Source: an optimization exercise on an open RTL-to-GDS flow (aim: a short achievable clock period and few clock cycles). Production flows keep margins and buffers that such runs may drop. At most, simulation tests tie the RTL to the original design; equivalence was not proved. Function not checked in runs 1 and 2: the RTL went through the layout flow alone. Power and IR drop assume default switching activity.

==> design/flow/design.v <==
module riscv_if(
	input	[12+1:2]		pcn_i,	 
	input	[16-1:0]		v_i,
	input	[16-1:0]		tk_i,	 
	input	[16-1:0]		ret_i,
	input	[16*12-1:0]	tag_i,
	input	[16*12-1:0]	tgt_i,
	input	[16*2-1:0]		ctr_i,
	input	[12+1:2]		ras_i,
	output	[16-1:0]		match_o,
	output				hit_o,
	output				pred_o,
	output	[1:0]			ctr_o,
	output	[12+1:2]		ptgt_o
);
integer i;
reg	[12+1:2]	t;
reg	[1:0]		c;
reg			r;
always @(*) begin
	t = {12{1'b0}};
	c = 2'd0;
	r = 1'b0;
	for (i = 0; i < 16; i = i + 1) begin
		t = t | ({12{match_o[i]}} & tgt_i[i*12 +: 12]);
		c = c | ({2{match_o[i]}} & ctr_i[i*2 +: 2]);
		r = r | (match_o[i] & ret_i[i]);
	end
end
genvar gi;
generate
	for (gi = 0; gi < 16; gi = gi + 1) begin : g_m
		assign match_o[gi] = v_i[gi] & (tag_i[gi*12 +: 12] == ~pcn_i);
	end
endgenerate
assign	hit_o  = |match_o;
assign	pred_o = |(match_o & tk_i);
assign	ctr_o  = c;
assign	ptgt_o = r ? ras_i : t;
endmodule
module riscv_if_static(
	input	[31:0]		pc_i,
	input	[31:0]		inst_i,
	input	[12+1:2]	ras_i,
	input			fus_i,		 
	input	[31:0]		epc_i,		 
	input	[31:12]		esum_i,		 
	output			pred_o,
	output	[31:2]		tgt_o
);
wire	[4:0]	opc = inst_i[6:2];
wire	[4:0]	rd  = inst_i[11:7];
wire	[4:0]	rs1 = inst_i[19:15];
wire	s   = inst_i[31];
wire	jal = (opc == 5'b11011) & (inst_i[19:12] == {8{s}});
wire	bb  = (opc == 5'b11000) & s;
wire	ret = (opc == 5'b11001) & ((rs1 == 5'd1) | (rs1 == 5'd5)) & ~((rd == 5'd1) | (rd == 5'd5));
wire	[12:1]	jimm = {s, inst_i[20], inst_i[30:21]};
wire	[12:1]	bimm = {s, inst_i[7], inst_i[30:25], inst_i[11:8]};
wire	[12:1]	jlo, blo;
wire		jc, bc;
riscv_if_add12 JA(.a_i(pc_i[12:1]), .b_i(jimm), .s_o(jlo), .c_o(jc));
riscv_if_add12 BA(.a_i(pc_i[12:1]), .b_i(bimm), .s_o(blo), .c_o(bc));
wire	[11:0]	flo;
wire		fc;
riscv_if_add12 FA(.a_i(epc_i[11:0]), .b_i(inst_i[31:20]), .s_o(flo), .c_o(fc));
riscv_if_ssel SEL(
	.fus_i(fus_i),
	.fc_i(fc),
	.flo_i(flo[11:2]),
	.fhi_i(esum_i),
	.jal_i(jal),
	.bb_i(bb),
	.ret_i(ret),
	.s_i(s),
	.jc_i(jc),
	.bc_i(bc),
	.jlo_i(jlo[12:2]),
	.blo_i(blo[12:2]),
	.hi_i(pc_i[31:13]),
	.ras_i(ras_i),
	.pred_o(pred_o),
	.tgt_o(tgt_o)
);
endmodule
module riscv_if_ssel(
	input		fus_i,
	input		fc_i,
	input	[11:2]	flo_i,
	input	[31:12]	fhi_i,
	input		jal_i,
	input		bb_i,
	input		ret_i,
	input		s_i,
	input		jc_i,
	input		bc_i,
	input	[12:2]	jlo_i,
	input	[12:2]	blo_i,
	input	[31:13]	hi_i,
	input	[12+1:2]	ras_i,
	output		pred_o,
	output	[31:2]	tgt_o
);
assign	pred_o = (jal_i & (jc_i == s_i)) | (bb_i & bc_i) | (fus_i & (fc_i == s_i)) | ret_i;
assign	tgt_o  = jal_i ? {hi_i, jlo_i} : bb_i ? {hi_i, blo_i} : fus_i ? {fhi_i, flo_i} :
		 {hi_i[31:12+2], ras_i};
endmodule
module riscv_if_add12(
	input	[11:0]	a_i,
	input	[11:0]	b_i,
	output	[11:0]	s_o,
	output		c_o
);
wire	[11:0]	g0, p0, g1, p1, g2, p2, g3, p3, g4, p4;
riscv_if_pg12 PG(.a_i(a_i), .b_i(b_i), .g_o(g0), .p_o(p0));
riscv_alu_pfx #(.D(1), .INV(0), .W(12)) L1(.g_i(g0), .p_i(p0), .g_o(g1), .p_o(p1));
riscv_alu_pfx #(.D(2), .INV(1), .W(12)) L2(.g_i(g1), .p_i(p1), .g_o(g2), .p_o(p2));
riscv_alu_pfx #(.D(4), .INV(0), .W(12)) L3(.g_i(g2), .p_i(p2), .g_o(g3), .p_o(p3));
riscv_alu_pfx #(.D(8), .INV(1), .W(12)) L4(.g_i(g3), .p_i(p3), .g_o(g4), .p_o(p4));
riscv_if_sum12 SU(.p_i(p0), .c_i(g4), .s_o(s_o), .c_o(c_o));
endmodule
module riscv_if_pg12(
	input	[11:0]	a_i,
	input	[11:0]	b_i,
	output	[11:0]	g_o,
	output	[11:0]	p_o
);
assign	g_o = a_i & b_i;
assign	p_o = a_i ^ b_i;
endmodule
module riscv_if_sum12(
	input	[11:0]	p_i,
	input	[11:0]	c_i,
	output	[11:0]	s_o,
	output		c_o
);
assign	s_o = p_i ^ {c_i[10:0], 1'b0};
assign	c_o = c_i[11];
endmodule
module riscv_id(
	input	[31:0]		inst_i,
	output	[4:0]		rd_o,
	output	[4:0]		rs1_o,
	output	[4:0]		rs2_o,
	output			lui_o,
	output			auipc_o,
	output			jal_o,
	output			jalr_o,
	output			br_o,
	output			load_o,
	output			store_o,
	output			use1_o,		 
	output			use2_o,		 
	output			wr_o,		 
	output			rs2b_o,		 
	output			call_o,
	output			ret_o,
	output	[31:0]		imm_o,		 
	output	[31:0]		timm_o,		 
	output	[5:0]		brc_o,		 
	output	[11-1:0]	op_o
);
wire	[31:0]	inst = inst_i;
wire	[4:0]	opc  = inst[6:2];
wire	[2:0]	f3   = inst[14:12];
assign	rd_o  = inst[11:7];
assign	rs1_o = inst[19:15];
assign	rs2_o = inst[24:20];
wire	opimm = (opc == 5'b00100);
wire	op    = (opc == 5'b01100);
assign	lui_o   = (opc == 5'b01101);
assign	auipc_o = (opc == 5'b00101);
assign	jal_o   = (opc == 5'b11011);
assign	jalr_o  = (opc == 5'b11001);
assign	br_o    = (opc == 5'b11000);
assign	load_o  = (opc == 5'b00000);
assign	store_o = (opc == 5'b01000);
assign	use1_o  = jalr_o | br_o | load_o | store_o | opimm | op;
assign	use2_o  = br_o | store_o | op;
assign	wr_o    = lui_o | auipc_o | jal_o | jalr_o | load_o | opimm | op;
assign	rs2b_o  = br_o | op;
wire	rd_link  = (rd_o == 5'd1) | (rd_o == 5'd5);
wire	rs1_link = (rs1_o == 5'd1) | (rs1_o == 5'd5);
assign	call_o  = (jal_o | jalr_o) & rd_link;
assign	ret_o   = jalr_o & rs1_link & ~rd_link;
wire	[31:0]	imm_i = {{20{inst[31]}}, inst[31:20]};
wire	[31:0]	imm_s = {{20{inst[31]}}, inst[31:25], inst[11:7]};
wire	[31:0]	imm_b = {{20{inst[31]}}, inst[7], inst[30:25], inst[11:8], 1'b0};
wire	[31:0]	imm_u = {inst[31:12], 12'b0};
wire	[31:0]	imm_j = {{12{inst[31]}}, inst[19:12], inst[20], inst[30:21], 1'b0};
assign	imm_o  = store_o ? imm_s : (lui_o | auipc_o) ? imm_u : imm_i;
assign	timm_o = jal_o ? imm_j : imm_b;
assign	brc_o = {f3 == 3'd7, f3 == 3'd6, f3 == 3'd5, f3 == 3'd4, f3 == 3'd1, f3 == 3'd0} & {6{br_o}};
wire	alu = op | opimm;
assign	op_o[0]  = lui_o | auipc_o | load_o | store_o | (opimm & f3 == 3'd0) | (op & f3 == 3'd0 & ~inst[30]);
assign	op_o[1]  = op & f3 == 3'd0 & inst[30];
assign	op_o[2]  = alu & f3 == 3'd2;
assign	op_o[3] = alu & f3 == 3'd3;
assign	op_o[4]  = alu & f3 == 3'd4;
assign	op_o[5]   = alu & f3 == 3'd6;
assign	op_o[6]  = alu & f3 == 3'd7;
assign	op_o[7]  = alu & f3 == 3'd1;
assign	op_o[8]  = alu & f3 == 3'd5 & ~inst[30];
assign	op_o[9]  = alu & f3 == 3'd5 & inst[30];
assign	op_o[10] = jal_o | jalr_o;
endmodule
module riscv_alu(
	input	[31:0]		a_i,
	input	[31:0]		b_i,
	input	[11-1:0]	op_i,
	input	[31:0]		pc4_i,
	input	[31:0]		sum_i,		 
	input	[31:0]		diff_i,		 
	input			ltu_i,
	input			lts_i,
	output	[31:0]		res_o
);
wire	[31:0]	sh;
riscv_alu_shift SH(
	.a_i(a_i),
	.sh_i(b_i[4:0]),
	.left_i(op_i[7]),
	.arith_i(op_i[9]),
	.res_o(sh)
);
wire	[31:0]	other;
riscv_alu_other OTH(
	.a_i(a_i),
	.b_i(b_i),
	.op_i(op_i),
	.pc4_i(pc4_i),
	.sh_i(sh),
	.res_o(other)
);
riscv_alu_mux MUX(
	.add_i(op_i[0]),
	.sub_i(op_i[1]),
	.slt_i(op_i[2]),
	.sltu_i(op_i[3]),
	.sum_i(sum_i),
	.diff_i(diff_i),
	.lts_i(lts_i),
	.ltu_i(ltu_i),
	.other_i(other),
	.res_o(res_o)
);
endmodule
module riscv_alu_other(
	input	[31:0]		a_i,
	input	[31:0]		b_i,
	input	[11-1:0]	op_i,
	input	[31:0]		pc4_i,
	input	[31:0]		sh_i,
	output	[31:0]		res_o
);
assign	res_o = ({32{op_i[4]}}  & (a_i ^ b_i)) |
		({32{op_i[5]}}   & (a_i | b_i)) |
		({32{op_i[6]}}  & (a_i & b_i)) |
		({32{op_i[7] | op_i[8] | op_i[9]}} & sh_i) |
		({32{op_i[10]}} & pc4_i);
endmodule
module riscv_alu_mux(
	input		add_i,
	input		sub_i,
	input		slt_i,
	input		sltu_i,
	input	[31:0]	sum_i,
	input	[31:0]	diff_i,
	input		lts_i,
	input		ltu_i,
	input	[31:0]	other_i,
	output	[31:0]	res_o
);
assign	res_o = ({32{add_i}} & sum_i) | ({32{sub_i}} & diff_i) | other_i |
		{31'd0, (slt_i & lts_i) | (sltu_i & ltu_i)};
endmodule
module riscv_alu_shift(
	input	[31:0]	a_i,
	input	[4:0]	sh_i,
	input		left_i,
	input		arith_i,
	output	[31:0]	res_o
);
wire	[31:0]	sl  = a_i << sh_i;
wire	[31:0]	sr  = a_i >> sh_i;
wire	[31:0]	sra = sr | ({32{a_i[31]}} & ~(32'hffffffff >> sh_i));
assign	res_o = left_i ? sl : arith_i ? sra : sr;
endmodule
module riscv_alu_add #(
	parameter SUB = 0
)(
	input	[31:0]	a_i,
	input	[31:0]	b_i,
	output	[31:0]	s_o
);
wire	[31:0]	p0, g0, g1, p1, g2, p2, g3, p3, g4, p4, g5, p5;
riscv_alu_pg #(.SUB(SUB)) PG(.a_i(a_i), .b_i(b_i), .g_o(g0), .p_o(p0));
riscv_alu_pfx #(.D(1),  .INV(0)) L1(.g_i(g0), .p_i(p0), .g_o(g1), .p_o(p1));
riscv_alu_pfx #(.D(2),  .INV(1)) L2(.g_i(g1), .p_i(p1), .g_o(g2), .p_o(p2));
riscv_alu_pfx #(.D(4),  .INV(0)) L3(.g_i(g2), .p_i(p2), .g_o(g3), .p_o(p3));
riscv_alu_pfx #(.D(8),  .INV(1)) L4(.g_i(g3), .p_i(p3), .g_o(g4), .p_o(p4));
riscv_alu_pfx #(.D(16), .INV(0)) L5(.g_i(g4), .p_i(p4), .g_o(g5), .p_o(p5));
riscv_alu_xsum #(.SUB(SUB)) XS(.p_i(p0), .nc_i(g5), .s_o(s_o));
endmodule
module riscv_alu_pg #(
	parameter SUB = 0
)(
	input	[31:0]	a_i,
	input	[31:0]	b_i,
	output	[31:0]	g_o,
	output	[31:0]	p_o
);
wire	[31:0]	b = SUB ? ~b_i : b_i;
assign	p_o = a_i ^ b;
assign	g_o = SUB ? {a_i[31:1] & b[31:1], a_i[0] | b[0]} : (a_i & b);
endmodule
module riscv_alu_pfx #(
	parameter D = 1,
	parameter INV = 0,
	parameter W = 32
)(
	input	[W-1:0]	g_i,
	input	[W-1:0]	p_i,
	output	[W-1:0]	g_o,
	output	[W-1:0]	p_o
);
genvar i;
generate
	for (i = 0; i < W; i = i + 1) begin : g_b
		if (i < D) begin : g_pass
			assign g_o[i] = ~g_i[i];
			assign p_o[i] = ~p_i[i];
		end else if (INV == 0) begin : g_aoi
			assign g_o[i] = ~(g_i[i] | (p_i[i] & g_i[i-D]));
			assign p_o[i] = ~(p_i[i] & p_i[i-D]);
		end else begin : g_oai
			assign g_o[i] = ~(g_i[i] & (p_i[i] | g_i[i-D]));
			assign p_o[i] = ~(p_i[i] | p_i[i-D]);
		end
	end
endgenerate
endmodule
module riscv_alu_xsum #(
	parameter SUB = 0
)(
	input	[31:0]	p_i,
	input	[31:0]	nc_i,
	output	[31:0]	s_o
);
assign	s_o = p_i ^ {~nc_i[30:0], SUB ? 1'b1 : 1'b0};
endmodule
module riscv_ex(
	input		valid_i,
	input		btaken_i,	 
	input	[31:0]	jsum_i,		 
	input		jok_i,		 
	input	[31:0]	btgt_i,		 
	input		bok_i,		 
	input	[31:0]	pc4_i,
	input		br_i,
	input		jal_i,
	input		jalr_i,
	input		pred_i,		 
	output		mispred_o,
	output		taken_o,
	output	[31:0]	tgt_o,
	output	[31:0]	redir_o
);
wire	mis_t   = ~(pred_i & bok_i);
wire	mis_oth = jal_i  ? mis_t :
		  jalr_i ? ~(pred_i & jok_i) : pred_i;
wire	mis_br  = btaken_i ? mis_t : pred_i;
assign	mispred_o = valid_i & (br_i ? mis_br : mis_oth);
assign	taken_o   = jal_i | jalr_i | (br_i & btaken_i);
assign	tgt_o     = jalr_i ? {jsum_i[31:1], 1'b0} : btgt_i;
assign	redir_o   = br_i ? (btaken_i ? btgt_i : pc4_i) : (jal_i | jalr_i) ? tgt_o : pc4_i;
endmodule
module riscv_ex_cmp(
	input	[31:0]	a_i,
	input	[31:0]	b_i,
	input	[5:0]	brc_i,		 
	output		eq_o,
	output		ltu_o,
	output		lts_o,
	output		taken_o		 
);
wire	[31:0]	g0 = {1'b0, ~a_i[30:0] & b_i[30:0]};
wire	[31:0]	e0 = {1'b1, ~(a_i[30:0] ^ b_i[30:0])};
wire	[15:0]	g1, e1;
wire	[7:0]	g2, e2;
wire	[3:0]	g3, e3;
wire	[1:0]	g4, e4;
wire		g5, e5;
riscv_ex_cmpl #(.W(16), .INV(0)) C1(.g_i(g0), .e_i(e0), .g_o(g1), .e_o(e1));
riscv_ex_cmpl #(.W(8),  .INV(1)) C2(.g_i(g1), .e_i(e1), .g_o(g2), .e_o(e2));
riscv_ex_cmpl #(.W(4),  .INV(0)) C3(.g_i(g2), .e_i(e2), .g_o(g3), .e_o(e3));
riscv_ex_cmpl #(.W(2),  .INV(1)) C4(.g_i(g3), .e_i(e3), .g_o(g4), .e_o(e4));
riscv_ex_cmpl #(.W(1),  .INV(0)) C5(.g_i(g4), .e_i(e4), .g_o(g5), .e_o(e5));
riscv_ex_cmpf CF(.a31_i(a_i[31]), .b31_i(b_i[31]), .ng_i(g5), .ne_i(e5), .brc_i(brc_i),
	.eq_o(eq_o), .ltu_o(ltu_o), .lts_o(lts_o), .taken_o(taken_o));
endmodule
module riscv_ex_cmpl #(
	parameter W = 1,
	parameter INV = 0
)(
	input	[2*W-1:0]	g_i,
	input	[2*W-1:0]	e_i,
	output	[W-1:0]		g_o,
	output	[W-1:0]		e_o
);
genvar i;
generate
	for (i = 0; i < W; i = i + 1) begin : g_b
		if (INV == 0) begin : g_aoi
			assign g_o[i] = ~(g_i[2*i+1] | (e_i[2*i+1] & g_i[2*i]));
			assign e_o[i] = ~(e_i[2*i+1] & e_i[2*i]);
		end else begin : g_oai
			assign g_o[i] = ~(g_i[2*i+1] & (e_i[2*i+1] | g_i[2*i]));
			assign e_o[i] = ~(e_i[2*i+1] | e_i[2*i]);
		end
	end
endgenerate
endmodule
module riscv_ex_cmpf(
	input		a31_i,
	input		b31_i,
	input		ng_i,
	input		ne_i,
	input	[5:0]	brc_i,
	output		eq_o,
	output		ltu_o,
	output		lts_o,
	output		taken_o
);
wire	e31 = ~(a31_i ^ b31_i);
assign	eq_o  = e31 & ~ne_i;
assign	ltu_o = (~a31_i & b31_i) | (e31 & ~ng_i);
assign	lts_o = (a31_i & ~b31_i) | (e31 & ~ng_i);
assign	taken_o = (brc_i[0] & eq_o) | (brc_i[1] & ~eq_o) | (brc_i[2] & lts_o) | (brc_i[3] & ~lts_o) |
		  (brc_i[4] & ltu_o) | (brc_i[5] & ~ltu_o);
endmodule
module riscv_ex_sumeq(
	input	[31:0]	a_i,
	input	[31:0]	b_i,
	input	[31:0]	k_i,
	output		eq_o
);
wire	[31:0]	x, r, g;
wire	[30:0]	ok;
riscv_ex_xor2 X1(.a_i(a_i), .b_i(b_i), .y_o(x));
riscv_ex_xor2 X2(.a_i(x), .b_i(k_i), .y_o(r));
riscv_ex_sumeq_g G(.a_i(a_i), .b_i(b_i), .x_i(x), .r_i(r), .g_o(g));
riscv_ex_sumeq_ok K(.r_i(r), .g_i(g), .a0_i(a_i[0]), .b0_i(b_i[0]), .ok_o(ok));
riscv_ex_and31 A(.x_i(ok), .y_o(eq_o));
endmodule
module riscv_ex_xor2(
	input	[31:0]	a_i,
	input	[31:0]	b_i,
	output	[31:0]	y_o
);
assign	y_o = a_i ^ b_i;
endmodule
module riscv_ex_sumeq_g(
	input	[31:0]	a_i,
	input	[31:0]	b_i,
	input	[31:0]	x_i,
	input	[31:0]	r_i,
	output	[31:0]	g_o
);
assign	g_o = (a_i & b_i) | (x_i & r_i);
endmodule
module riscv_ex_sumeq_ok(
	input	[31:0]	r_i,
	input	[31:0]	g_i,
	input		a0_i,
	input		b0_i,
	output	[30:0]	ok_o
);
assign	ok_o = {~(r_i[31:2] ^ g_i[30:1]), ~(r_i[1] ^ (a0_i & b0_i))};
endmodule
module riscv_ex_and31(
	input	[30:0]	x_i,
	output		y_o
);
wire	[7:0]	n1;
wire	[1:0]	a2;
wire		n3;
riscv_ex_nand4 #(.W(8)) L1(.x_i({1'b1, x_i}), .y_o(n1));
riscv_ex_nor4  #(.W(2)) L2(.x_i(n1), .y_o(a2));
riscv_ex_nand2 #(.W(1)) L3(.x_i(a2), .y_o(n3));
assign	y_o = ~n3;
endmodule
module riscv_ex_nand4 #(
	parameter W = 1
)(
	input	[4*W-1:0]	x_i,
	output	[W-1:0]		y_o
);
genvar i;
generate
	for (i = 0; i < W; i = i + 1) begin : g_b
		assign y_o[i] = ~&x_i[4*i +: 4];
	end
endgenerate
endmodule
module riscv_ex_nor4 #(
	parameter W = 1
)(
	input	[4*W-1:0]	x_i,
	output	[W-1:0]		y_o
);
genvar i;
generate
	for (i = 0; i < W; i = i + 1) begin : g_b
		assign y_o[i] = ~|x_i[4*i +: 4];
	end
endgenerate
endmodule
module riscv_ex_nor2 #(
	parameter W = 1
)(
	input	[2*W-1:0]	x_i,
	output	[W-1:0]		y_o
);
genvar i;
generate
	for (i = 0; i < W; i = i + 1) begin : g_b
		assign y_o[i] = ~|x_i[2*i +: 2];
	end
endgenerate
endmodule
module riscv_ex_nand2 #(
	parameter W = 1
)(
	input	[2*W-1:0]	x_i,
	output	[W-1:0]		y_o
);
genvar i;
generate
	for (i = 0; i < W; i = i + 1) begin : g_b
		assign y_o[i] = ~&x_i[2*i +: 2];
	end
endgenerate
endmodule
module riscv_wb(
	input	[31:0]		pc_i,
	input			stall_i,
	input			pred_i,
	input	[12+1:2]	ptgt_i,
	output	[31:0]		next_o,
	output	[31:0]		pc4_o
);
assign	pc4_o  = pc_i + 32'd4;
assign	next_o = stall_i ? pc_i :
		 pred_i  ? {pc_i[31:12+2], ptgt_i, 2'b00} : pc4_o;
endmodule
module riscv_wb_s(
	input			en_i,
	input			stall_i,
	input			pred_i,		 
	input			spred_i,	 
	input	[31:2]		stgt_i,
	input	[31:0]		next_i,
	output	[31:0]		next_o
);
wire	use_s = ~stall_i & ~pred_i & spred_i;
wire	sel_s = en_i & use_s;
wire	sel_o = en_i & ~use_s;
assign	next_o = ({32{sel_s}} & {stgt_i, 2'b00}) | ({32{sel_o}} & next_i);
endmodule
module riscv_wb_f(
	input			mispred_i,
	input	[31:0]		redir_i,
	input	[31:0]		next_i,
	output	[31:0]		next_o
);
assign	next_o = mispred_i ? redir_i : next_i;
endmodule
module riscv_register(
	input	[32*32-1:0]	rf_i,
	input	[31:0]		v_i,		 
	input	[4:0]		idx_i,
	output	[31:0]		val_o
);
wire	[31:0]	sel;
riscv_register_dec DEC(.idx_i(idx_i), .v_i(v_i), .sel_o(sel));
genvar b;
generate
	for (b = 0; b < 32; b = b + 1) begin : g_bit
		wire	[31:0]	col;
		wire	[15:0]	l1;
		wire	[3:0]	l2;
		wire	[1:0]	l3;
		genvar r;
		for (r = 0; r < 32; r = r + 1) begin : g_col
			assign col[r] = rf_i[r*32 + b];
		end
		riscv_register_aoi22 L1(.s_i(sel), .d_i(col), .y_o(l1));
		riscv_ex_nand4 #(.W(4)) L2(.x_i(l1), .y_o(l2));
		riscv_ex_nor2  #(.W(2)) L3(.x_i(l2), .y_o(l3));
		riscv_ex_nand2 #(.W(1)) L4(.x_i(l3), .y_o(val_o[b]));
	end
endgenerate
endmodule
module riscv_register_dec(
	input	[4:0]	idx_i,
	input	[31:0]	v_i,
	output	[31:0]	sel_o
);
genvar i;
generate
	for (i = 0; i < 32; i = i + 1) begin : g_d
		assign sel_o[i] = (i != 0) && (idx_i == i) && v_i[i];
	end
endgenerate
endmodule
module riscv_register_aoi22(
	input	[31:0]	s_i,
	input	[31:0]	d_i,
	output	[15:0]	y_o
);
genvar i;
generate
	for (i = 0; i < 16; i = i + 1) begin : g_b
		assign y_o[i] = ~((s_i[2*i] & d_i[2*i]) | (s_i[2*i+1] & d_i[2*i+1]));
	end
endgenerate
endmodule
module riscv_stall(
	input	[4:0]	rs1_i,
	input	[4:0]	rs2_i,
	input		use1_i,
	input		use2_i,
	input		e_fwd_i,	 
	input		e_load_i,	 
	input	[4:0]	e_rd_i,
	input		m_fwd_i,	 
	input	[4:0]	m_rd_i,
	output		h1e_o,
	output		h1m_o,
	output		h2e_o,
	output		h2m_o,
	output		stall_o
);
wire	eq1 = (e_rd_i == rs1_i);
wire	eq2 = (e_rd_i == rs2_i);
assign	h1e_o = e_fwd_i & eq1;
assign	h1m_o = m_fwd_i & (m_rd_i == rs1_i);
assign	h2e_o = e_fwd_i & eq2;
assign	h2m_o = m_fwd_i & (m_rd_i == rs2_i);
assign	stall_o = e_load_i & ((use1_i & eq1) | (use2_i & eq2));
endmodule
module riscv_forward(
	input		sel_e_i,
	input	[31:0]	e_i,
	input		sel_r_i,
	input	[31:0]	r_i,
	input	[31:0]	o_i,
	output	[31:0]	val_o
);
assign	val_o = sel_e_i ? e_i : sel_r_i ? r_i : o_i;
endmodule
module riscv_forward_pre(
	input		sel_m_i,	 
	input		sel_x_i,	 
	input	[31:0]	m_i,
	input	[31:0]	x_i,
	output	[31:0]	val_o
);
assign	val_o = ({32{sel_m_i}} & m_i) | ({32{sel_x_i}} & x_i);
endmodule
module riscv(
	input	wire		clk,
	input	wire		rst,		 
	input	wire	[31:0]	inst_i,		 
	output	wire	[31:0]	inst_addr_o,	 
	output	wire		inst_ce_o,	 
	input	wire	[31:0]	data_i,		 
	output	wire		data_we_o,	 
	output	wire		data_ce_o,	 
	output	wire	[31:0]	data_addr_o,	 
	output	wire	[31:0]	data_o		 
);
assign	inst_ce_o = 1'b1;
assign	data_ce_o = 1'b1;
reg	[31:0]	pc_out;
reg	[31:0]	pc;
reg	[12+1:2]	pc_btb_n;	 
reg		e_valid;
reg	[31:0]	e_pc;
reg	[31:0]	e_pc4;
reg	[31:0]	e_a;		 
reg	[31:0]	e_b;		 
reg	[31:0]	e_s;		 
reg	[31:0]	e_timm;		 
reg	[4:0]	e_rd;
reg		e_we;		 
reg		e_load;
reg		e_store;
reg		e_br;
reg		e_jal;
reg		e_jalr;
reg		e_auipc;
reg		e_call;
reg		e_ret;
reg	[5:0]	e_brc;		 
reg	[11-1:0]	e_op;	 
reg		e_pred;		 
reg	[31:2]	e_ptgt;		 
reg		e_hit;		 
reg	[16-1:0]	e_match;	 
reg	[1:0]	e_ctr;		 
reg		m_valid;
reg	[31:0]	m_addr;
reg	[31:0]	m_res_n;
reg	[31:0]	m_sd;
reg		m_we_mem;
reg	[4:0]	m_rd;
reg		m_we;
reg		m_load;
reg	[31:0]	rf [1:31];
reg	[31:0]	rf_v;		 
reg	[16-1:0]	btb_v;
reg	[16-1:0]	btb_tk;		 
reg	[16-1:0]	btb_ret;	 
reg	[12+1:2]	btb_tag [0:16-1];
reg	[12+1:2]	btb_tgt [0:16-1];
reg	[1:0]	btb_ctr [0:16-1];
reg	[16-1:0]	btb_rr;		 
reg	[12+1:2]	ras0, ras1, ras2, ras3;
reg		u_btb;
reg		u_alloc;
reg	[16-1:0]	u_sel;
reg	[12+1:2]	u_tag;
reg	[12+1:2]	u_atgt;		 
reg	[12+1:2]	u_ptgt;		 
reg		u_taken, u_hit, u_v, u_jmp, u_ret;
reg	[1:0]	u_octr;
reg		u_call, u_pop;
reg	[12+1:2]	u_link;
wire	[31:0]	m_res = ~m_res_n;
wire	[31:0]	m_val = m_load ? data_i : m_res;
wire	[31:0]	sum, diff;
wire		ltu, lts, eq, btaken;
riscv_alu_add #(.SUB(0)) ADD(.a_i(e_a), .b_i(e_b), .s_o(sum));
riscv_alu_add #(.SUB(1)) SUB(.a_i(e_a), .b_i(e_b), .s_o(diff));
riscv_ex_cmp CMP(.a_i(e_a), .b_i(e_b), .brc_i(e_brc), .eq_o(eq), .ltu_o(ltu), .lts_o(lts), .taken_o(btaken));
wire	[31:0]	res;
riscv_alu ALU(
	.a_i(e_a),
	.b_i(e_b),
	.op_i(e_op),
	.pc4_i(e_pc4),
	.sum_i(sum),
	.diff_i(diff),
	.ltu_i(ltu),
	.lts_i(lts),
	.res_o(res)
);
wire	[31:0]	e_pfull = {e_ptgt, 2'b00};
wire	[31:0]	btgt;
wire		jok, bok;
riscv_alu_add BTGT(.a_i(e_pc), .b_i(e_timm), .s_o(btgt));
riscv_ex_sumeq JOK(.a_i(e_a), .b_i(e_b), .k_i(e_pfull), .eq_o(jok));
riscv_ex_sumeq BOK(.a_i(e_pc), .b_i(e_timm), .k_i(e_pfull), .eq_o(bok));
wire		mispred;
wire		act_taken;
wire	[31:0]	act_tgt;
wire	[31:0]	redir_pc;
riscv_ex BR(
	.valid_i(e_valid),
	.btaken_i(btaken),
	.jsum_i(sum),
	.jok_i(jok),
	.btgt_i(btgt),
	.bok_i(bok),
	.pc4_i(e_pc4),
	.br_i(e_br),
	.jal_i(e_jal),
	.jalr_i(e_jalr),
	.pred_i(e_pred),
	.mispred_o(mispred),
	.taken_o(act_taken),
	.tgt_o(act_tgt),
	.redir_o(redir_pc)
);
wire	[4:0]	rd, rs1, rs2;
wire		d_lui, d_auipc, d_jal, d_jalr, d_br, d_load, d_store;
wire		d_use1, d_use2, d_wr, d_rs2b, d_call, d_ret;
wire	[31:0]	d_imm, d_timm;
wire	[5:0]	d_brc;
wire	[11-1:0]	d_op;
riscv_id DEC(
	.inst_i(inst_i),
	.rd_o(rd),
	.rs1_o(rs1),
	.rs2_o(rs2),
	.lui_o(d_lui),
	.auipc_o(d_auipc),
	.jal_o(d_jal),
	.jalr_o(d_jalr),
	.br_o(d_br),
	.load_o(d_load),
	.store_o(d_store),
	.use1_o(d_use1),
	.use2_o(d_use2),
	.wr_o(d_wr),
	.rs2b_o(d_rs2b),
	.call_o(d_call),
	.ret_o(d_ret),
	.imm_o(d_imm),
	.timm_o(d_timm),
	.brc_o(d_brc),
	.op_o(d_op)
);
wire	[32*32-1:0]	rf_flat;
assign	rf_flat[31:0] = 32'd0;
genvar gi;
generate
	for (gi = 1; gi < 32; gi = gi + 1) begin : g_rf
		assign rf_flat[gi*32 +: 32] = rf[gi];
	end
endgenerate
wire	[31:0]	rf1, rf2;
riscv_register RD1(.rf_i(rf_flat), .v_i(rf_v), .idx_i(rs1), .val_o(rf1));
riscv_register RD2(.rf_i(rf_flat), .v_i(rf_v), .idx_i(rs2), .val_o(rf2));
wire	h1e, h1m, h2e, h2m, stall;
riscv_stall HAZ(
	.rs1_i(rs1),
	.rs2_i(rs2),
	.use1_i(d_use1),
	.use2_i(d_use2),
	.e_fwd_i(e_valid & e_we),
	.e_load_i(e_valid & e_load & e_we),
	.e_rd_i(e_rd),
	.m_fwd_i(m_valid & m_we),
	.m_rd_i(m_rd),
	.h1e_o(h1e),
	.h1m_o(h1m),
	.h2e_o(h2e),
	.h2m_o(h2m),
	.stall_o(stall)
);
wire	a_reg = ~d_auipc & ~d_lui;
wire	[31:0]	pre_a, pre_b, pre_s, opa, opb, ops;
riscv_forward_pre PA(.sel_m_i(a_reg & h1m), .sel_x_i(d_auipc), .m_i(m_val), .x_i(pc), .val_o(pre_a));
riscv_forward_pre PB(.sel_m_i(d_rs2b & h2m), .sel_x_i(~d_rs2b), .m_i(m_val), .x_i(d_imm), .val_o(pre_b));
riscv_forward_pre PS(.sel_m_i(h2m), .sel_x_i(1'b0), .m_i(m_val), .x_i(32'd0), .val_o(pre_s));
riscv_forward FA(.sel_e_i(a_reg & h1e), .e_i(res), .sel_r_i(a_reg & ~h1m), .r_i(rf1), .o_i(pre_a), .val_o(opa));
riscv_forward FB(.sel_e_i(d_rs2b & h2e), .e_i(res), .sel_r_i(d_rs2b & ~h2m), .r_i(rf2), .o_i(pre_b), .val_o(opb));
riscv_forward FS(.sel_e_i(h2e), .e_i(res), .sel_r_i(~h2m), .r_i(rf2), .o_i(pre_s), .val_o(ops));
wire	[16*12-1:0]	bt_flat;
wire	[16*12-1:0]	bg_flat;
wire	[16*2-1:0]		bc_flat;
generate
	for (gi = 0; gi < 16; gi = gi + 1) begin : g_btb
		assign bt_flat[gi*12 +: 12] = btb_tag[gi];
		assign bg_flat[gi*12 +: 12] = btb_tgt[gi];
		assign bc_flat[gi*2 +: 2] = btb_ctr[gi];
	end
endgenerate
wire	[16-1:0]	f_match;
wire		f_hit, f_pred;
wire	[1:0]	f_ctr;
wire	[12+1:2]	f_ptgt;
riscv_if BTB(
	.pcn_i(pc_btb_n),
	.v_i(btb_v),
	.tk_i(btb_tk),
	.ret_i(btb_ret),
	.tag_i(bt_flat),
	.tgt_i(bg_flat),
	.ctr_i(bc_flat),
	.ras_i(ras0),
	.match_o(f_match),
	.hit_o(f_hit),
	.pred_o(f_pred),
	.ctr_o(f_ctr),
	.ptgt_o(f_ptgt)
);
wire		s_pred;
wire	[31:2]	s_tgt;
riscv_if_static SP(
	.pc_i(pc),
	.inst_i(inst_i),
	.ras_i(ras0),
	.fus_i(d_jalr & e_auipc & h1e),
	.epc_i(e_pc),
	.esum_i(sum[31:12]),
	.pred_o(s_pred),
	.tgt_o(s_tgt)
);
wire	s_use = ~f_hit & s_pred;
wire	[31:0]	next_pc, next_pc_out, next_pc_b, next_pc_s, next_pc_so, pc4;
riscv_wb NPC(
	.pc_i(pc),
	.stall_i(stall),
	.pred_i(f_pred),
	.ptgt_i(f_ptgt),
	.next_o(next_pc_b),
	.pc4_o(pc4)
);
riscv_wb_s NPCS(
	.en_i(1'b1),
	.stall_i(stall),
	.pred_i(f_pred),
	.spred_i(s_use),
	.stgt_i(s_tgt),
	.next_i(next_pc_b),
	.next_o(next_pc_s)
);
riscv_wb_f NPCF(.mispred_i(mispred), .redir_i(redir_pc), .next_i(next_pc_s), .next_o(next_pc));
riscv_wb_s NPCSO(
	.en_i(~rst),
	.stall_i(stall),
	.pred_i(f_pred),
	.spred_i(s_use),
	.stgt_i(s_tgt),
	.next_i(next_pc_b),
	.next_o(next_pc_so)
);
riscv_wb_f NPCFO(.mispred_i(mispred), .redir_i(redir_pc), .next_i(next_pc_so), .next_o(next_pc_out));
always @(posedge clk) begin
	pc_out   <= next_pc_out;
	pc_btb_n <= ~next_pc_out[12+1:2];
end
always @(posedge clk or posedge rst) begin
	if (rst) begin
		pc <= 32'd0;
	end else begin
		pc <= next_pc;
	end
end
assign	inst_addr_o = pc_out;
always @(posedge clk or posedge rst) begin
	if (rst) begin
		e_valid <= 1'b0;
	end else begin
		e_valid <= ~mispred & ~stall;
	end
end
always @(posedge clk) begin
	e_pc    <= pc;
	e_pc4   <= pc4;
	e_a     <= opa;
	e_b     <= opb;
	e_s     <= ops;
	e_timm  <= d_timm;
	e_rd    <= rd;
	e_we    <= d_wr & (rd != 5'd0);
	e_load  <= d_load;
	e_store <= d_store;
	e_br    <= d_br;
	e_jal   <= d_jal;
	e_jalr  <= d_jalr;
	e_auipc <= d_auipc;
	e_call  <= d_call;
	e_ret   <= d_ret;
	e_brc   <= d_brc;
	e_op    <= d_op;
	e_pred  <= f_pred | s_use;
	e_ptgt  <= f_hit ? {pc[31:12+2], f_ptgt} : s_tgt;
	e_hit   <= f_hit;
	e_match <= f_match;
	e_ctr   <= f_ctr;
end
always @(posedge clk or posedge rst) begin
	if (rst) begin
		m_valid  <= 1'b0;
	end else begin
		m_valid  <= e_valid;
	end
end
always @(posedge clk) begin
	m_we_mem <= ~rst & e_valid & e_store;
	m_addr   <= res;
	m_res_n  <= ~res;
	m_sd     <= e_s;
	m_rd     <= e_rd;
	m_we     <= e_we;
	m_load   <= e_load;
end
assign	data_addr_o = m_addr;
assign	data_o      = m_sd;
assign	data_we_o   = m_we_mem;
always @(posedge clk) begin
	if (m_valid & m_we)
		rf[m_rd] <= m_val;
end
integer k;
always @(posedge clk or posedge rst) begin
	if (rst) begin
		rf_v <= 32'd0;
	end else if (m_valid & m_we) begin
		for (k = 1; k < 32; k = k + 1)
			if (m_rd == k)
				rf_v[k] <= 1'b1;
	end
end
wire	e_ctl = e_br | e_jal | e_jalr;
always @(posedge clk or posedge rst) begin
	if (rst) begin
		u_btb   <= 1'b0;
		u_alloc <= 1'b0;
		u_call  <= 1'b0;
		u_pop   <= 1'b0;
	end else begin
		u_btb   <= e_valid & (act_taken | e_hit);
		u_alloc <= e_valid & act_taken & ~e_hit;
		u_call  <= e_valid & e_call;
		u_pop   <= e_valid & e_ret;
	end
end
always @(posedge clk) begin
	u_sel   <= e_hit ? e_match : btb_rr;
	u_tag   <= e_pc[12+1:2];
	u_atgt  <= act_tgt[12+1:2];
	u_ptgt  <= e_ptgt[12+1:2];
	u_taken <= act_taken;
	u_hit   <= e_hit;
	u_octr  <= e_ctr;
	u_v     <= e_ctl;
	u_jmp   <= e_jal | e_jalr;
	u_ret   <= e_ret;
	u_link  <= e_pc4[12+1:2];
end
wire	[1:0]	u_ctr = ~u_hit ? 2'd2 :
			u_taken ? ((u_octr == 2'd3) ? 2'd3 : u_octr + 2'd1) :
				  ((u_octr == 2'd0) ? 2'd0 : u_octr - 2'd1);
wire		u_tk  = u_jmp | u_ctr[1];
wire	[12+1:2]	u_tgt = u_taken ? u_atgt : u_ptgt;
integer j;
always @(posedge clk or posedge rst) begin
	if (rst) begin
		btb_v  <= {16{1'b0}};
		btb_rr <= {{(16-1){1'b0}}, 1'b1};
	end else begin
		if (u_btb)
			btb_v <= (btb_v & ~u_sel) | ({16{u_v}} & u_sel);
		if (u_alloc)
			btb_rr <= {btb_rr[16-2:0], btb_rr[16-1]};
	end
end
always @(posedge clk) begin
	for (j = 0; j < 16; j = j + 1) begin
		if (u_btb & u_sel[j]) begin
			btb_tk[j]  <= u_tk;
			btb_ret[j] <= u_ret;
			btb_tag[j] <= u_tag;
			btb_tgt[j] <= u_tgt;
			btb_ctr[j] <= u_ctr;
		end
	end
end
always @(posedge clk or posedge rst) begin
	if (rst) begin
		ras0 <= {12{1'b0}};
		ras1 <= {12{1'b0}};
		ras2 <= {12{1'b0}};
		ras3 <= {12{1'b0}};
	end else if (u_call & u_pop) begin
		ras0 <= u_link;
	end else if (u_call) begin
		ras0 <= u_link;
		ras1 <= ras0;
		ras2 <= ras1;
		ras3 <= ras2;
	end else if (u_pop) begin
		ras0 <= ras1;
		ras1 <= ras2;
		ras2 <= ras3;
	end
end
endmodule
==> design/flow/flow/run.sh <==
#!/bin/bash
set -u
bash standard.sh SETUP_SLACK_MARGIN=6.7 finish > standard_flow.log 2>&1
==> design/flow/standard.sh <==
#!/bin/bash
# synth_recipe.tcl (not shown) runs the flow's synth.tcl, then flattens the netlist and writes it again
# the make line also repeats each setting of config.mk as NAME=value (left out here)
make -C /OpenROAD-flow-scripts/flow DESIGN_CONFIG=/design/flow/config.mk WORK_HOME=/design/flow/orfs CLKGATE_MAP_FILE= SYNTH_SCRIPT=/design/flow/synth_recipe.tcl "${@:-finish}"
==> design/flow/config.mk <==
export PLATFORM = sky130hd
export DESIGN_NAME = riscv
export DESIGN_NICKNAME = riscv
export VERILOG_FILES = /design/flow/design.v
export SDC_FILE = /design/flow/constraint.sdc
export NUM_CORES = 8
export LEC_CHECK = 0
export CAP_MARGIN = 20
export CORE_MARGIN = 2
export CORE_UTILIZATION = 40
export CTS_CLUSTER_DIAMETER = 100
export CTS_CLUSTER_SIZE = 24
export PLACE_DENSITY = 0.6
export SLEW_MARGIN = 20
export SYNTH_HIERARCHICAL = 1
export TNS_END_PERCENT = 100
==> design/flow/constraint.sdc <==
create_clock -name core_clock -period 10.0 [get_ports {clk}]
set_input_delay 2.0000 -clock core_clock [delete_from_list [all_inputs] [get_ports {clk}]]
set_output_delay 2.0000 -clock core_clock [all_outputs]
set_load 0.01 [all_outputs]
==> results of run 1 <==
-- cells in the final DEF, fill, tap and decap left out, types with 44 or more instances in the layout --
master and instances:
dfrtp_1 147, buf_6 217, nor2_2 58, mux2_4 131, conb_1 114, dfxtp_1 378
edfxtp_1 1440, clkbuf_16 120, ha_1 199, nand3_1 54, a22o_1 154, o21ai_0 58
a21oi_1 259, nand2_1 640, a22oi_2 1025, and3_4 155, clkbuf_1 60, mux2i_1 197
o21ai_1 252, o21ai_2 59, buf_12 315, nand2_2 48, dfxtp_2 66, xor2_1 176
o2111ai_1 82, and3_1 171, mux4_2 59, nor2b_1 44, nand4_1 503, dfxtp_4 48
a21oi_2 93, nor2_1 327, mux2_2 141, nor2_4 107, inv_1 371, nand2b_1 47
xnor2_1 335, buf_4 795
-- cell type report --
cell class                      instances  area, um^2  share of cell area, %
Antenna cell                           26        65.1                 0.0467
Multi-Input combinational cell       6279       55300                   39.7
Clock buffer                          168        2920                   2.09
Clock inverter                         32         458                  0.328
Tap cell                             3589        4490                   3.22
Timing Repair Buffer                 1500       17600                   12.6
Sequential cell                      2081       57100                   40.9
Inverter                              398        1520                   1.09
-- metrics by stage --
step	worst slack (ps)	utilization, %	hold WS (ps)
final	5850	50.9	318
after global routing	5950	50.9	333
after CTS	6060	49.3	317
after detailed placement	3250	42.8	312
after global placement	3280	42.8	314
after floorplan	4890	-	310
-- per-layer routing --
metal	up-vias	wire, um
li1	37400	-
met1	46000	182000
met2	7200	237000
met3	2444	60100
met4	26	64500
met5	-	320
-- power by group --
group          total, mW  switching (mW)  internal (mW)
combinational       4.29            2.73           1.56
sequential          9.88           0.401           9.48
clock               5.21            3.10           2.11
total               19.4            6.23           13.2
-- critical path, stage by stage --
cell and delay, ps:
buf_6 100, buf_12 130, buf_4 180, buf_12 150
buf_4 140, nor2b_4 170, buf_12 220, and3_2 710
buf_4 250, a22oi_2 50, nand4_1 170, nor2_4 80
nand2_2 70, mux2i_1 80, o21ai_2 310
-- how the worst min path moves through the flow --
stage          slack, ps          endpoint       startpoint
2_1_floorplan        310   m_sd[0]$_DFF_P_   e_s[0]$_DFF_P_
3_3_place_gp         310   m_sd[3]$_DFF_P_   e_s[3]$_DFF_P_
3_5_place_dp         310  m_sd[24]$_DFF_P_  e_s[24]$_DFF_P_
4_1_cts              320  m_sd[29]$_DFF_P_  e_s[29]$_DFF_P_
5_1_grt              330  m_sd[26]$_DFF_P_  e_s[26]$_DFF_P_
6_report             320  m_sd[29]$_DFF_P_  e_s[29]$_DFF_P_
-- timing repair --
| item | in CTS | in global routing |
|---|---|---|
| buffers inserted | 788 | 242 |
| resized for setup | 1688 | 389 |
| pin swaps | 480 | 352 |
| gates cloned | 139 | 15 |
| setup endpoints to repair | 473 | 302 |
==> run_results.csv, run 1 <==
group,metric,value,unit
power_and_ir_drop,p_leak,49.9,nW
clocking,cts.sinks,2081,
grt,met3_usage,10.8,%
yosys,yosys_warnings,11,
clocking,cts_tree,"yes",
placement,placed_area,117000,um^2
grt,grt_pass1_wl,724000,um
grt,use_met2,56.8,%
grt,grt_use_total,37.3,%
timing,rsz0062_at_grt,"yes",
clocking,clock_latency,870,ps
final_layout,final_area,139000,um^2
job,maxCapViolations,0,
die,start_util,40.3,%
grt,grt_antenna_before_repair,38,
power_and_ir_drop,irDropWorstVdd,0.163,mV
clocking,clk_pin_slew,100,ps
critical_path,r2r-start,"pc_btb_n[4]$_DFF_P_",
critical_path,reg2reg_depth,16,
critical_path,cp-start-kind,"input pin",
placement,port_buffers,160,
outcome,status,"no timing/DRC/antenna violations",
critical_path,setup.worst_path.end_class,"flip-flop",
placement,gp_congestion,0.949,
power_and_ir_drop,power,19.4,mW
detailed_routing,dr.pass1.iters,7,
critical_path,r2r-end,"pc_out[12]$_DFF_P_",
die,die_w,529,um
die,core_area,274000,um^2
clocking,numCtsBuffers,106,
clocking,h-tree-depth,3,
final_layout,nNetsFinal,10700,
detailed_routing,drt_iter0_drc,14100,
timing,drv_slew,0,
die,die_h,529,um
detailed_routing,via_per_inst,6.61,
timing,worst_pin_slew,1340,ps
detailed_routing,wl,543000,um
grt,grt_start_max_net_pins,73,
die,rows,192,
timing,post-route-min-period,4150,ps
timing,skew,100,ps
grt,grtUsageMet1,41.6,%
detailed_routing,drc_errors,0,
placement,hpwl,295000,um
final_layout,top_register,"rf",
final_layout,largest_register_ffs,992,
timing,slew_headroom,10.4,%
final_layout,fill_cells,23400,
timing,hold_viol_final,0,
final_layout,drive_gt1_share,38.8,%
detailed_routing,route.vias.total,93000,
grt,top_usage_layer,"met2",
final_layout,synthToLayoutAreaGrowth,26.5,%
yosys,syn_avg_cell_area,12.3,um^2
detailed_routing,drtAntennaViolNets,0,
critical_path,crit_path_max_fanout,8,
placement,dp_cells,12700,
clocking,root_buffer,"clkbuf_16",
critical_path,rrSetupSlack,6010,ps
detailed_routing,routedWlPerCell,38.6,um
die,num_io_pins,165,
clocking,cts_hold_buf,0,
timing,fmax,0.241,GHz
critical_path,crit_end,"e_s[23]$_DFF_P_",
timing,setup_viol,0,
yosys,synth_cells,8957,
critical_path,critical_path_class,"in2reg",
critical_path,cp.arrival,4890,ps
grt,grt_overflow_total,0,
min_path,hold_path_depth,0,
critical_path,startpoint,"inst_i[24]",
power_and_ir_drop,powerDensity,139,nW/um^2
clocking,clockBufferDepth,3,
min_path,hold_path.class,"reg2reg",
die,fp.dieArea,280000,um^2
yosys,synth_area,110000,um^2
timing,tns,0,ps
grt,first_global_vias,87700,
timing,timing.final.crit_share,41.5,%
final_layout,fin_cells,14100,
critical_path,required,10730,ps
final_layout,top_regs,"rf: 992 flops, btb_tag: 192 flops, btb_tgt: 192 flops",
==> inputs of run 2 (changes only) <==
--- a/design/flow/design.v
+++ b/design/flow/design.v
@@ -582,8 +582,9 @@
 	input	[4:0]		idx_i,
 	output	[31:0]		val_o
 );
-wire	[31:0]	sel;
-riscv_register_dec DEC(.idx_i(idx_i), .v_i(v_i), .sel_o(sel));
+wire	[31:0]	sel_lo, sel_hi;
+riscv_register_dec DECL(.idx_i(idx_i), .v_i(v_i), .sel_o(sel_lo));
+riscv_register_dec DECH(.idx_i(idx_i), .v_i(v_i), .sel_o(sel_hi));
 genvar b;
 generate
 	for (b = 0; b < 32; b = b + 1) begin : g_bit
@@ -595,7 +596,7 @@
 		for (r = 0; r < 32; r = r + 1) begin : g_col
 			assign col[r] = rf_i[r*32 + b];
 		end
-		riscv_register_aoi22 L1(.s_i(sel), .d_i(col), .y_o(l1));
+		riscv_register_aoi22 L1(.s_i(b < 16 ? sel_lo : sel_hi), .d_i(col), .y_o(l1));
 		riscv_ex_nand4 #(.W(4)) L2(.x_i(l1), .y_o(l2));
 		riscv_ex_nor2  #(.W(2)) L3(.x_i(l2), .y_o(l3));
 		riscv_ex_nand2 #(.W(1)) L4(.x_i(l3), .y_o(val_o[b]));
@@ -710,6 +711,8 @@
 reg		e_hit;		 
 reg	[16-1:0]	e_match;	 
 reg	[1:0]	e_ctr;		 
+reg	[2:0]	e_it, e_tr;	 
+reg		e_lc;
 reg		m_valid;
 reg	[31:0]	m_addr;
 reg	[31:0]	m_res_n;
@@ -726,6 +729,9 @@
 reg	[12+1:2]	btb_tag [0:16-1];
 reg	[12+1:2]	btb_tgt [0:16-1];
 reg	[1:0]	btb_ctr [0:16-1];
+reg	[2:0]	btb_it  [0:16-1];
+reg	[2:0]	btb_tr  [0:16-1];
+reg	[16-1:0]	btb_lc;
 reg	[16-1:0]	btb_rr;		 
 reg	[12+1:2]	ras0, ras1, ras2, ras3;
 reg		u_btb;
@@ -736,6 +742,9 @@
 reg	[12+1:2]	u_ptgt;		 
 reg		u_taken, u_hit, u_v, u_jmp, u_ret;
 reg	[1:0]	u_octr;
+reg		u_bwd;
+reg	[2:0]	u_oit, u_otr;
+reg		u_olc;
 reg		u_call, u_pop;
 reg	[12+1:2]	u_link;
 wire	[31:0]	m_res = ~m_res_n;
@@ -860,6 +869,16 @@
 	end
 endgenerate
 wire	[16-1:0]	f_match;
+reg	[2:0]	f_it, f_tr;
+integer fi;
+always @(*) begin
+	f_it = 3'd0;
+	f_tr = 3'd0;
+	for (fi = 0; fi < 16; fi = fi + 1) begin
+		f_it = f_it | ({3{f_match[fi]}} & btb_it[fi]);
+		f_tr = f_tr | ({3{f_match[fi]}} & btb_tr[fi]);
+	end
+end
 wire		f_hit, f_pred;
 wire	[1:0]	f_ctr;
 wire	[12+1:2]	f_ptgt;
@@ -963,6 +982,9 @@
 	e_hit   <= f_hit;
 	e_match <= f_match;
 	e_ctr   <= f_ctr;
+	e_it    <= f_it;
+	e_tr    <= f_tr;
+	e_lc    <= |(f_match & btb_lc);
 end
 always @(posedge clk or posedge rst) begin
 	if (rst) begin
@@ -1019,6 +1041,10 @@
 	u_taken <= act_taken;
 	u_hit   <= e_hit;
 	u_octr  <= e_ctr;
+	u_bwd   <= e_br & e_timm[31];
+	u_oit   <= e_it;
+	u_otr   <= e_tr;
+	u_olc   <= e_lc;
 	u_v     <= e_ctl;
 	u_jmp   <= e_jal | e_jalr;
 	u_ret   <= e_ret;
@@ -1027,7 +1053,10 @@
 wire	[1:0]	u_ctr = ~u_hit ? 2'd2 :
 			u_taken ? ((u_octr == 2'd3) ? 2'd3 : u_octr + 2'd1) :
 				  ((u_octr == 2'd0) ? 2'd0 : u_octr - 2'd1);
-wire		u_tk  = u_jmp | u_ctr[1];
+wire	[2:0]	u_it  = ~u_taken ? 3'd0 : ~u_hit ? 3'd1 : (u_oit == 3'd7) ? 3'd7 : u_oit + 3'd1;
+wire	[2:0]	u_tr  = ~u_hit ? 3'd7 : ~u_taken ? u_oit : u_otr;
+wire		u_lc  = ~u_hit ? 1'b0 : u_taken ? u_olc : (u_oit == u_otr) & (u_oit != 3'd7);
+wire		u_tk  = u_jmp | (u_ctr[1] & ~(u_bwd & u_lc & (u_it == u_tr)));
 wire	[12+1:2]	u_tgt = u_taken ? u_atgt : u_ptgt;
 integer j;
 always @(posedge clk or posedge rst) begin
@@ -1049,6 +1078,9 @@
 			btb_tag[j] <= u_tag;
 			btb_tgt[j] <= u_tgt;
 			btb_ctr[j] <= u_ctr;
+			btb_it[j]  <= u_it;
+			btb_tr[j]  <= u_tr;
+			btb_lc[j]  <= u_lc;
 		end
 	end
 end
--- a/design/flow/config.mk
+++ b/design/flow/config.mk
@@ -8,8 +8,8 @@
 export CAP_MARGIN = 20
 export CORE_MARGIN = 2
 export CORE_UTILIZATION = 40
-export CTS_CLUSTER_DIAMETER = 100
-export CTS_CLUSTER_SIZE = 24
+export CTS_CLUSTER_DIAMETER = 150
+export CTS_CLUSTER_SIZE = 20
 export PLACE_DENSITY = 0.6
 export SLEW_MARGIN = 20
 export SYNTH_HIERARCHICAL = 1
==> run 2 against run 1 <==
Compared with the run above: still clean on timing, DRC and antenna; count of clock-buffer cells in the layout up 44; wire length down 10%; sequential share of layout area increased by 2.5 points; clock skew fell by 26 ps; final cell count increased by 1.2%; synthesized area up 4.7%; synthesized cell count up 3.8%; core utilization decreased by 2.3 points; sequential cell count rose by 127; sequential power is 5% higher; first-iteration DRC count down 13%; critical endpoint is now pc_out[8]$_DFF_P_.
==> run_results.csv, run 2 <==
group,metric,value,unit
critical_path,startpoint,"inst_i[22]",
yosys,synth_area,115000,um^2
die,start_util,40.1,%
grt,first_global_vias,87300,
yosys,syn_avg_cell_area,12.4,um^2
critical_path,cpMostUsedCell,"buf_12",
final_layout,seqCellArea,60700,um^2
power_and_ir_drop,pwr-share-seq,51.1,%
final_layout,mostFrequentLayoutCells,"1,552 x edfxtp_1, 1,025 x a22oi_2, 650 x nand2_1",
min_path,hold_path.class,"reg2reg",
timing,worst_pin_slew,1150,ps
grt,grt_start_max_net_pins,163,
detailed_routing,route.vias.total,90700,
min_path,worstHoldStart,"e_s[29]$_DFF_P_",
final_layout,multi_input_area,55600,um^2
die,num_io_pins,165,
final_layout,largest_register_ffs,992,
die,die_w,541,um
outcome,status,"no timing/DRC/antenna violations",
clocking,clockBufferDepth,4,
critical_path,setup.worst_path.end_class,"flip-flop",
critical_path,slowest_stage,"a221oi_2",
timing,slew_headroom,22.9,%
detailed_routing,dr.pass1.iters,9,
yosys,synth_cells,9297,
die,rows,197,
critical_path,path_cells,"buf_12 -> buf_12 -> ha_4 -> a21oi_4 -> o21ai_2 -> inv_2 -> o21ai_4 -> xnor2_2 -> a221oi_2 -> nand2_1 -> nor2b_4 -> nor3b_4 -> buf_12 -> buf_4 -> buf_16 -> mux2i_1 -> mux2_4",
yosys,yosys_warnings,13,
timing,skew,74.8,ps
critical_path,cp.arrival,4830,ps
final_layout,drive_gt1_share,35.8,%
die,fp.dieArea,293000,um^2
detailed_routing,drtAntennaViolNets,0,
timing,rsz0062_at_grt,"yes",
power_and_ir_drop,pwr-share-comb,20.0,%
power_and_ir_drop,p_switching,6.16,mW
power_and_ir_drop,irDropWorstVdd,0.136,mV
placement,port_buffers,160,
detailed_routing,drc_errors,0,
power_and_ir_drop,clkPwrFrac,28.8,%
critical_path,cp-start-kind,"input pin",
final_layout,synthToLayoutAreaGrowth,21.1,%
detailed_routing,via_per_inst,6.37,
grt,grt_pass1_wl,663000,um
critical_path,critical_path_class,"in2reg",
clocking,numCtsBuffers,134,
clocking,cts.sinks,2208,
power_and_ir_drop,powerDensity,146,nW/um^2
power_and_ir_drop,p_leak,49.1,nW
detailed_routing,routedWlPerCell,34.3,um
grt,grt_overflow_total,0,
final_layout,top_regs,"rf: 992 flops, btb_tag: 192 flops, btb_tgt: 192 flops",
final_layout,nNetsFinal,10700,
timing,hold_viol_final,0,
timing,timing.final.crit_share,41.3,%
clocking,clock_latency,880,ps
timing,tns,0,ps
timing,fmax,0.242,GHz
detailed_routing,drt_iter0_drc,12200,
placement,hpwl,299000,um
placement,dp_cells,13200,
die,core_area,288000,um^2
clocking,cts_tree,"yes",
grt,grt_use_total,31.7,%
placement,gp_congestion,0.965,
power_and_ir_drop,p_int,14.2,mW
final_layout,fin_cells,14200,
critical_path,crit_path_max_incr_delay,370,ps
critical_path,r2r-start,"pc_btb_n[12]$_DFF_P_",
timing,drv_slew,0,
timing,post-route-min-period,4130,ps
clocking,h-tree-depth,4,
critical_path,required,10690,ps
clocking,clk_pin_slew,90,ps
die,die_h,541,um
final_layout,final_common_cell,"edfxtp_1",
final_layout,fill_cells,25100,
grt,grt_antenna_before_repair,43,
detailed_routing,wl,489000,um
final_layout,top_register,"rf",
power_and_ir_drop,swShare,30.2,%
job,maxCapViolations,0,
final_layout,fin_util,48.6,%
clocking,root_buffer,"clkbuf_16",
timing,setup_viol,0,
critical_path,crit_path_max_fanout,8,
-- run 2: cell count changes in the layout (fill, tap and decap cells not counted), moves of 18 or more --
cell and change:
or2_1 +19, a221oi_1 +32, a22o_1 +28, o21ai_4 -27, dfxtp_4 -31, buf_4 -146, xnor2_1 +28, clkbuf_16 +26
dfxtp_2 +40, o21ai_2 +18, buf_12 -133, o21bai_1 -20, edfxtp_1 +112
-- run 2: timing repair --
item,4_1_cts,5_1_grt
hold buffers,0,0
gates cloned,56,22
resized for setup,1634,325
setup endpoints to repair,375,333
pin swaps,342,345
buffers inserted,546,181
endpoints found under the hold margin,0,0
-- run 2: path summary, 6_finish.rpt --
kind | end | slack [ps] | depth (start not counted)
min in group asynchronous | u_call$_DFF_PP0_ | 1730 | 3
max in group asynchronous | rf_v[6]$_DFFE_PP0P_ | 7420 | 4
max | pc_out[8]$_DFF_P_ | 5870 | 17
min reg2reg | m_sd[29]$_DFF_P_ | 330 | 0
min | m_sd[29]$_DFF_P_ | 330 | 0
max reg2reg | pc_out[1]$_DFF_P_ | 6070 | 19
-- run 2: through the flow --
stage | instance area, um^2 | worst slack (ps) | power, mW | hold slack (ps)
after global placement | 123000 | 3860 | 13.8 | 313
final | 140000 | 5870 | 20.4 | 326
after global routing | 140000 | 5830 | 20.8 | 333
after detailed placement | 123000 | 3800 | 13.8 | 313
after floorplan | 117000 | 4890 | 12.4 | 310
after CTS | 137000 | 5960 | 20.0 | 325
-- run 2: metal layers --
metal / GRT usage (%) / vias to the layer above / routed length (um)
met3: 7.32 / 1454 / 49700
met1: 39.9 / 45800 / 184000
met4: 19.1 / 18 / 35500
li1: - / 37900 / -
met2: 49.6 / 5562 / 219000
met5: 0 / - / 272
-- run 2: critical path: cells and delay by family --
family,cells,cell delay [ps]
compound gates,4,780
mux,2,410
simple gates,3,420
fa+ha+maj,1,290
xor+xnor,1,90
buf+inv,6,780
-- run 2: power by group through the flow --
stage,clock (mW),sequential (mW),combinational (mW)
6_report,5.87,10.4,4.08
5_1_grt,6.21,10.4,4.22
4_1_cts,5.92,10.4,3.74
3_5_place_dp,0,10.5,3.30
3_3_place_gp,0,10.5,3.27
2_1_floorplan,0,10.4,1.99
-- run 2: cell type report --
class	instances	share of cell area, %
clock buffers	212	2.66
repair buffers	1187	9.49
well taps	3781	3.38
multi-input cells	6417	39.7
inverters	402	1.12
clock inverters	14	0.150
diodes	25	0.0447
repair inverters	2	0.0134
flip-flops and latches	2208	43.4
==> inputs of run 3 (changes only) <==
--- a/design/flow/design.v
+++ b/design/flow/design.v
@@ -101,7 +101,7 @@
 	output		pred_o,
 	output	[31:2]	tgt_o
 );
-assign	pred_o = (jal_i & (jc_i == s_i)) | (bb_i & bc_i) | (fus_i & (fc_i == s_i)) | ret_i;
+assign	pred_o = jal_i | bb_i | fus_i | ret_i;
 assign	tgt_o  = jal_i ? {hi_i, jlo_i} : bb_i ? {hi_i, blo_i} : fus_i ? {fhi_i, flo_i} :
 		 {hi_i[31:12+2], ras_i};
 endmodule
@@ -578,13 +578,12 @@
 endmodule
 module riscv_register(
 	input	[32*32-1:0]	rf_i,
-	input	[31:0]		v_i,		 
 	input	[4:0]		idx_i,
 	output	[31:0]		val_o
 );
 wire	[31:0]	sel_lo, sel_hi;
-riscv_register_dec DECL(.idx_i(idx_i), .v_i(v_i), .sel_o(sel_lo));
-riscv_register_dec DECH(.idx_i(idx_i), .v_i(v_i), .sel_o(sel_hi));
+riscv_register_dec DECL(.idx_i(idx_i), .sel_o(sel_lo));
+riscv_register_dec DECH(.idx_i(idx_i), .sel_o(sel_hi));
 genvar b;
 generate
 	for (b = 0; b < 32; b = b + 1) begin : g_bit
@@ -605,13 +604,12 @@
 endmodule
 module riscv_register_dec(
 	input	[4:0]	idx_i,
-	input	[31:0]	v_i,
 	output	[31:0]	sel_o
 );
 genvar i;
 generate
 	for (i = 0; i < 32; i = i + 1) begin : g_d
-		assign sel_o[i] = (i != 0) && (idx_i == i) && v_i[i];
+		assign sel_o[i] = (i != 0) && (idx_i == i);
 	end
 endgenerate
 endmodule
@@ -827,12 +825,12 @@
 genvar gi;
 generate
 	for (gi = 1; gi < 32; gi = gi + 1) begin : g_rf
-		assign rf_flat[gi*32 +: 32] = rf[gi];
+		assign rf_flat[gi*32 +: 32] = rf[gi] & {32{rf_v[gi]}};
 	end
 endgenerate
 wire	[31:0]	rf1, rf2;
-riscv_register RD1(.rf_i(rf_flat), .v_i(rf_v), .idx_i(rs1), .val_o(rf1));
-riscv_register RD2(.rf_i(rf_flat), .v_i(rf_v), .idx_i(rs2), .val_o(rf2));
+riscv_register RD1(.rf_i(rf_flat), .idx_i(rs1), .val_o(rf1));
+riscv_register RD2(.rf_i(rf_flat), .idx_i(rs2), .val_o(rf2));
 wire	h1e, h1m, h2e, h2m, stall;
 riscv_stall HAZ(
 	.rs1_i(rs1),
==> design/flow/config.mk (replaced) <==
export PLATFORM = sky130hd
export DESIGN_NAME = riscv
export DESIGN_NICKNAME = riscv
export VERILOG_FILES = /design/flow/design.v
export SDC_FILE = /design/flow/constraint.sdc
export NUM_CORES = 8
export LEC_CHECK = 0
export CAP_MARGIN = 40
export CORE_MARGIN = 2
export CORE_UTILIZATION = 40
export CTS_CLUSTER_DIAMETER = 150
export CTS_CLUSTER_SIZE = 20
export PLACE_DENSITY = 0.6
export SLEW_MARGIN = 60
export SYNTH_HIERARCHICAL = 1
export TNS_END_PERCENT = 100
==> run 3 against run 2 <==
Compared with the run above: die area grew 5.2%; register-to-register slack gained 120 ps; via count grew 6.7%; largest cell class is now multi-input combinational cells; worst hold slack gained 3.9 ps; wire length grew 7.4%; worst setup slack gained 330 ps; critical endpoint is now pc_out[30]$_DFF_P_.
==> run_results.csv, run 3 <==
group,metric,value,unit
critical_path,cpMostUsedCell,"nand4_1",
die,fp.dieArea,308000,um^2
final_layout,fill_cells,26300,
final_layout,top_register,"rf",
timing,post-route-min-period,3810,ps
detailed_routing,via_per_inst,6.20,
placement,port_buffers,160,
power_and_ir_drop,powerDensity,142,nW/um^2
critical_path,reg2reg_depth,19,
min_path,hold_path_depth,0,
placement,hpwl,340000,um
placement,gp_congestion,0.973,
clocking,cts_hold_buf,0,
grt,first_global_vias,93500,
grt,grt_use_total,32.7,%
timing,drv_slew,0,
die,num_io_pins,165,
clocking,numCtsBuffers,135,
critical_path,critical_path_class,"reg2reg",
outcome,status,"no timing/DRC/antenna violations",
clocking,cts.sinks,2208,
timing,setup_viol,0,
grt,use_met2,53.6,%
critical_path,crit_path_max_fanout,6,
critical_path,setup.worst_path.end_class,"flip-flop",
detailed_routing,route.vias.total,96800,
clocking,h-tree-depth,4,
grt,met3_usage,5.47,%
critical_path,cp-start-kind,"flip-flop",
final_layout,multi_input_area,62500,um^2
final_layout,fin_cells,15600,
timing,slew_headroom,54.6,%
final_layout,largest_register_ffs,992,
detailed_routing,drt_iter0_drc,11700,
detailed_routing,drtAntennaViolNets,0,
clocking,clock_latency,890,ps
timing,worst_pin_slew,676,ps
power_and_ir_drop,irDropWorstVdd,0.188,mV
grt,top_usage_layer,"met2",
detailed_routing,drc_errors,0,
power_and_ir_drop,p_leak,53.6,nW
die,start_util,40.2,%
die,rows,202,
grt,grtUsageMet1,39.5,%
die,die_h,555,um
final_layout,mostFrequentLayoutCells,"1,552 x edfxtp_1, 1,029 x a22oi_2, 1,007 x and2_1",
clocking,root_buffer,"clkbuf_16",
detailed_routing,dr.pass1.iters,9,
grt,grt_overflow_total,0,
clocking,cts_tree,"yes",
job,maxCapViolations,0,
clocking,clk_pin_slew,90,ps
final_layout,synthToLayoutAreaGrowth,24.3,%
grt,grt_start_max_net_pins,74,
placement,dp_cells,14600,
die,core_area,303000,um^2
min_path,hold_path.class,"reg2reg",
critical_path,crit_path_max_incr_delay,370,ps
critical_path,slowest_stage,"dfxtp_4",
critical_path,path_cells,"buf_12 -> buf_4 -> xnor2_2 -> nor4_2 -> buf_4 -> nand4_1 -> o32ai_2 -> a221oi_2 -> nand4_1 -> buf_12 -> or2_4 -> nor4_4 -> buf_6 -> buf_6 -> nand4_1 -> xnor2_2 -> nand2_1 -> mux2i_1 -> mux2_4",
yosys,syn_avg_cell_area,11.7,um^2
final_layout,top_regs,"rf: 992 flops, btb_tag: 192 flops, btb_tgt: 192 flops",
critical_path,required,10720,ps
yosys,yosys_warnings,13,
timing,timing.final.crit_share,38.1,%
die,die_w,555,um
timing,rsz0062_at_grt,"yes",
timing,hold_viol_final,0,
final_layout,seqCellArea,60900,um^2
clocking,clockBufferDepth,4,
critical_path,rrSetupSlack,6190,ps
final_layout,final_common_cell,"edfxtp_1",
timing,tns,0,ps
yosys,synth_area,122000,um^2
timing,fmax,0.263,GHz
timing,skew,93.1,ps
critical_path,cp.arrival,4530,ps
detailed_routing,routedWlPerCell,33.6,um
final_layout,nNetsFinal,11800,
yosys,synth_cells,10400,
detailed_routing,wl,525000,um
final_layout,drive_gt1_share,35.7,%
final_layout,fin_util,49.9,%
grt,grt_antenna_before_repair,33,
grt,grt_pass1_wl,717000,um
power_and_ir_drop,power,21.5,mW
[run 3: path summary, 6_finish.rpt]
kind,from,endpoint
worst min-delay path,e_s[25]$_DFF_P_,m_sd[25]$_DFF_P_
worst max-delay path,pc_btb_n[5]$_DFF_P_,pc_out[30]$_DFF_P_
worst max register to register,pc_btb_n[5]$_DFF_P_,pc_out[30]$_DFF_P_
worst min register to register,e_s[25]$_DFF_P_,m_sd[25]$_DFF_P_
max in group asynchronous,rst,rf_v[19]$_DFFE_PP0P_
min in group asynchronous,rst,e_valid$_DFF_PP0_
[run 3: timing repair]
item	in CTS	in global routing
pin swaps	430	427
gates cloned	61	11
buffers inserted	457	208
endpoints found under the setup margin	374	318
resized for setup	1649	435
[run 3: layout make-up]
type | count | share of cell area [%]
Antenna cell | 26 | 0.0431
Inverter | 402 | 1.02
Multi-Input combinational cell | 7340 | 41.4
Sequential cell | 2208 | 40.3
Timing Repair Buffer | 1422 | 11.4
Clock buffer | 211 | 2.47
Clock inverter | 13 | 0.117
Tap cell | 3978 | 3.30
[run 3: through the flow]
stage | instance area [um^2] | hold WS, ps | worst slack (ps)
finish | 151000 | 330 | 6190
global route | 151000 | 334 | 6060
CTS | 147000 | 330 | 6270
detailed placement | 133000 | 312 | 4270
global placement | 129000 | 312 | 3520
floorplan | 123000 | 310 | 4890
[run 3: worst max-delay path, delay by kind of cell, from the launching register on]
family / cells / cell delay (ps)
simple gates: 7 / 1190
buf+inv: 6 / 1010
flops: 1 / 370
xor+xnor: 2 / 360
compound gates: 2 / 350
mux: 2 / 320
[run 3: power breakdown]
| group | switching [mW] | internal, mW | total, mW |
|---|---|---|---|
| Sequential | 0.557 | 10.1 | 10.6 |
| Combinational | 3.14 | 1.90 | 5.04 |
| Clock | 3.22 | 2.62 | 5.84 |
[run 3: per-layer routing]
metal / part of all wire, % / vias up
li1: - / 41000
met1: 37 / 48900
met2: 47 / 5397
met3: 7.9 / 1429
met4: 8.0 / 6
met5: 0.0070 / -
Testbench counts of run 3, summed over its fixed seeds: cycles 149,965.

Re-timed with assumed drivers on the ports (clkbuf_16 on the clock, buf_2 on other inputs), run 3 has 6.180 ns of setup slack against 6.193 ns with ideal ports, and 5.218 ns once port delays also move by the mid clock arrival of 0.962 ns.
